This design comes from an exercise in tuning for a short achievable clock period and few clock cycles on the open sky130 flow, not from production work.
In this exercise RTL edits were held to simulation tests only and were not proved equivalent to the original.
Power is estimated from default activity; no workload was simulated.

Setup of job 681:
// riscv
module riscv(
	input wire clk,
	input wire rst,
	input wire[31:0] inst,
	output wire[31:0] inst_addr,
	output wire ce,
	input wire[31:0] rdata,
	output wire[31:0] ram_waddr,
	output wire[31:0] ram_wdata,
	output wire ram_wreg,
	output wire[31:0] raddr
);
clock: 9.0 ns
lec_check: 0
abc_clock_period_in_ps: 3000
cap_margin: 20
core_margin: 2
core_utilization: 40
gpl_timing_driven: 1
slew_margin: 20
standard.sh (not shown) runs the stock make flow with config.mk's settings and CLKGATE_MAP_FILE= SYNTH_SCRIPT=/design/flow/synth_recipe.tcl, a recipe that flattens the netlist after the stock synthesis.
==> flow/flow/run.sh <==
#!/bin/bash
# The standard layout, with timing repair aimed at a tighter period than the
# 9 ns clock (setup margin of 5.8 ns, so repair works towards 3.2 ns) and
# port buffers of a fixed drive strength.
set -euo pipefail
bash standard.sh SETUP_SLACK_MARGIN=5.8 'BUFFER_PORTS_ARGS=-buffer_cell sky130_fd_sc_hd__buf_4' finish > standard_flow.log 2>&1
Job 681 has completed all stages; timing, DRC and antenna checks passed.
Testbench counts of job 681, summed over its fixed seeds: cycles 27,019.
### job 681 -> job 1403
--- a/flow/design.v
+++ b/flow/design.v
@@ -52,18 +52,20 @@
 	reg [31:0] d_pc;
 	reg [31:0] d_pc4;
 	reg [12:2]  d_jlo;
 	reg         d_jc;
 	reg [11:2]  d_blo;
 	reg         d_bc;
 	reg [31:20] d_pcj_p, d_pcj_m;
 	reg [31:12] d_pcb_p, d_pcb_m;
 	reg        d_btb;
+	reg        d_is_lui, d_is_auipc, d_is_jal, d_is_jalr, d_is_br, d_is_ld;
+	reg        d_is_st, d_is_opi, d_is_op, d_use1, d_use2, d_wr;
 	reg        e_wen;
 	reg        e_ldw;
 	reg [4:0]  e_rd;
 	reg        e_ld;
 	reg        e_st;
 	reg        e_jalr;
 	reg        e_force;
 	reg        e_r_eq, e_r_ne, e_r_lt, e_r_ge, e_r_ltu, e_r_geu;
 	reg [2:0]  e_f3;
@@ -137,30 +139,30 @@
 			default: ld_data = w_raw;
 		endcase
 	end
 	wire [31:0] w_data = w_ld ? ld_data : w_res;
 	wire [6:0] opc = d_ir[6:0];
 	wire [4:0] rd  = d_ir[11:7];
 	wire [2:0] f3  = d_ir[14:12];
 	wire [4:0] rs1 = d_ir[19:15];
 	wire [4:0] rs2 = d_ir[24:20];
-	wire is_lui   = opc == 7'b0110111;
-	wire is_auipc = opc == 7'b0010111;
-	wire is_jal   = opc == 7'b1101111;
-	wire is_jalr  = opc == 7'b1100111;
-	wire is_br    = opc == 7'b1100011;
-	wire is_ld    = opc == 7'b0000011;
-	wire is_st    = opc == 7'b0100011;
-	wire is_opi   = opc == 7'b0010011;
-	wire is_op    = opc == 7'b0110011;
-	wire use1 = is_jalr | is_br | is_ld | is_st | is_opi | is_op;
-	wire use2 = is_br | is_st | is_op;
-	wire wr   = (is_lui | is_auipc | is_jal | is_jalr | is_ld | is_opi | is_op) & (rd != 5'd0);
+	wire is_lui   = d_is_lui;
+	wire is_auipc = d_is_auipc;
+	wire is_jal   = d_is_jal;
+	wire is_jalr  = d_is_jalr;
+	wire is_br    = d_is_br;
+	wire is_ld    = d_is_ld;
+	wire is_st    = d_is_st;
+	wire is_opi   = d_is_opi;
+	wire is_op    = d_is_op;
+	wire use1 = d_use1;
+	wire use2 = d_use2;
+	wire wr   = d_wr;
 	wire [31:0] imm_i = {{20{d_ir[31]}}, d_ir[31:20]};
 	wire [31:0] imm_s = {{20{d_ir[31]}}, d_ir[31:25], d_ir[11:7]};
 	wire [31:0] imm_b = {{20{d_ir[31]}}, d_ir[7], d_ir[30:25], d_ir[11:8], 1'b0};
 	wire [31:0] imm_u = {d_ir[31:12], 12'b0};
 	wire d_sgn = d_ir[31];
 	wire [20:13] d_jmid = {1'b0, d_pc[19:13]} + {1'b0, d_ir[19:13]} + {7'd0, d_jc};
 	wire [31:20] d_tj_hi = (d_jmid[20] == d_sgn) ? d_pc[31:20] : d_jmid[20] ? d_pcj_p : d_pcj_m;
 	wire [31:12] d_tb_hi = (d_bc == d_sgn) ? d_pc[31:12] : d_bc ? d_pcb_p : d_pcb_m;
 	wire [31:2] d_tgt_j = {d_tj_hi, d_jmid[19:13], d_jlo};
@@ -218,18 +220,27 @@
 	             (m_ldw && ((use1 && m_rd == rs1) || (use2 && m_rd == rs2))) ||
 	             (d_sub && !z2 && e_wen && e_rd == rs2));
 	wire go = d_valid && !stall && !e_redirect;
 	wire btb_hit = btb_v && btb_tag == pc[31:2];
 	wire [31:0] pc4 = pc + 32'd4;
 	wire [13:2] f_jlo = {1'b0, pc[12:2]} + {1'b0, inst[12], inst[20], inst[30:22]};
 	wire [12:2] f_blo = {1'b0, pc[11:2]} + {1'b0, inst[7], inst[30:25], inst[11:9]};
 	wire d_redirect = d_valid && !stall && (d_btb ? !d_back : d_pred);
 	wire [31:0] d_redirect_tgt = d_btb ? d_pc4 : {d_tgt, 2'b00};
+	wire f_lui   = inst[6:0] == 7'b0110111;
+	wire f_auipc = inst[6:0] == 7'b0010111;
+	wire f_jal   = inst[6:0] == 7'b1101111;
+	wire f_jalr  = inst[6:0] == 7'b1100111;
+	wire f_br    = inst[6:0] == 7'b1100011;
+	wire f_ld    = inst[6:0] == 7'b0000011;
+	wire f_st    = inst[6:0] == 7'b0100011;
+	wire f_opi   = inst[6:0] == 7'b0010011;
+	wire f_op    = inst[6:0] == 7'b0110011;
 	always @(posedge clk) begin
 		if (rst) begin
 			pc <= 32'd0;
 			btb_v <= 1'b0;
 			d_valid <= 1'b0;
 		end else begin
 			if (e_redirect)
 				pc <= e_target;
 			else if (stall)
@@ -257,18 +268,30 @@
 			d_jlo <= f_jlo[12:2];
 			d_jc <= f_jlo[13];
 			d_blo <= f_blo[11:2];
 			d_bc <= f_blo[12];
 			d_pcj_p <= pc[31:20] + 12'd1;
 			d_pcj_m <= pc[31:20] - 12'd1;
 			d_pcb_p <= pc[31:12] + 20'd1;
 			d_pcb_m <= pc[31:12] - 20'd1;
 			d_btb <= btb_hit;
+			d_is_lui   <= f_lui;
+			d_is_auipc <= f_auipc;
+			d_is_jal   <= f_jal;
+			d_is_jalr  <= f_jalr;
+			d_is_br    <= f_br;
+			d_is_ld    <= f_ld;
+			d_is_st    <= f_st;
+			d_is_opi   <= f_opi;
+			d_is_op    <= f_op;
+			d_use1     <= f_jalr | f_br | f_ld | f_st | f_opi | f_op;
+			d_use2     <= f_br | f_st | f_op;
+			d_wr       <= (f_lui | f_auipc | f_jal | f_jalr | f_ld | f_opi | f_op) & (inst[11:7] != 5'd0);
 		end
 	end
 	always @(posedge clk) begin
 		if (rst || !go) begin
 			e_wen <= 1'b0;
 			e_ldw <= 1'b0;
 			e_ld <= 1'b0;
 			e_st <= 1'b0;
 			e_jalr <= 1'b0;
### Flow results
- Status: area occupied by registers parity (job 1403, job 681)
- For total global routing track utilization, job 1403 and job 681 come out practically identical.
- Across both runs, die area was higher for job 1403 than for job 681.
- Job 1403 completed every stage of the flow, and the final layout passed the timing, design-rule and antenna checks.
- Job 1403 vs job 681 on power: job 1403 is the higher one.
- Higher count of instances resized after the clock tree is built goes to job 1403 over job 681.
- Comparing job 1403 with job 681, the number of sequential storage elements came out essentially unchanged.
- Job 1403 against job 681: via count neither gained nor lost much, number of enable flip-flop cells after synthesis higher, cell count went up about 0.9%.
Testbench counts of job 1403, summed over its fixed seeds: cycles 27,019.

static timing again, ports no longer ideal:
The results above use ideal ports. As a check the final layouts listed here were re-extracted and re-timed, cells and wires unchanged.
Step 1 assumes that a clkbuf_16 drives the clock port and a buf_2 every other input.
Step 2 also shifts input and output timing later by t, the mid clock arrival at the registers, as if the neighbouring blocks saw the same clock.
Three values: ideal ports, drivers, drivers and shift; two values: the first two.
run | t (ns) | setup WS [ns] | hold WS [ns] | worst setup path at the end | worst slew at a driven data input, ns
job 681 | 0.941 | 5.657 / 5.578 / 4.985 | 0.329 / 0.329 / 0.329 | input to register | 0.10
job 1403 | 0.925 | 5.598 / 5.573 / 5.094 | 0.326 / 0.326 / 0.326 | input to register | 0.09
After both steps setup and hold are still met in every run listed. The setup slack of job 681, which loses most, moves by -0.079 ns with the drivers and by -0.672 ns with both steps.
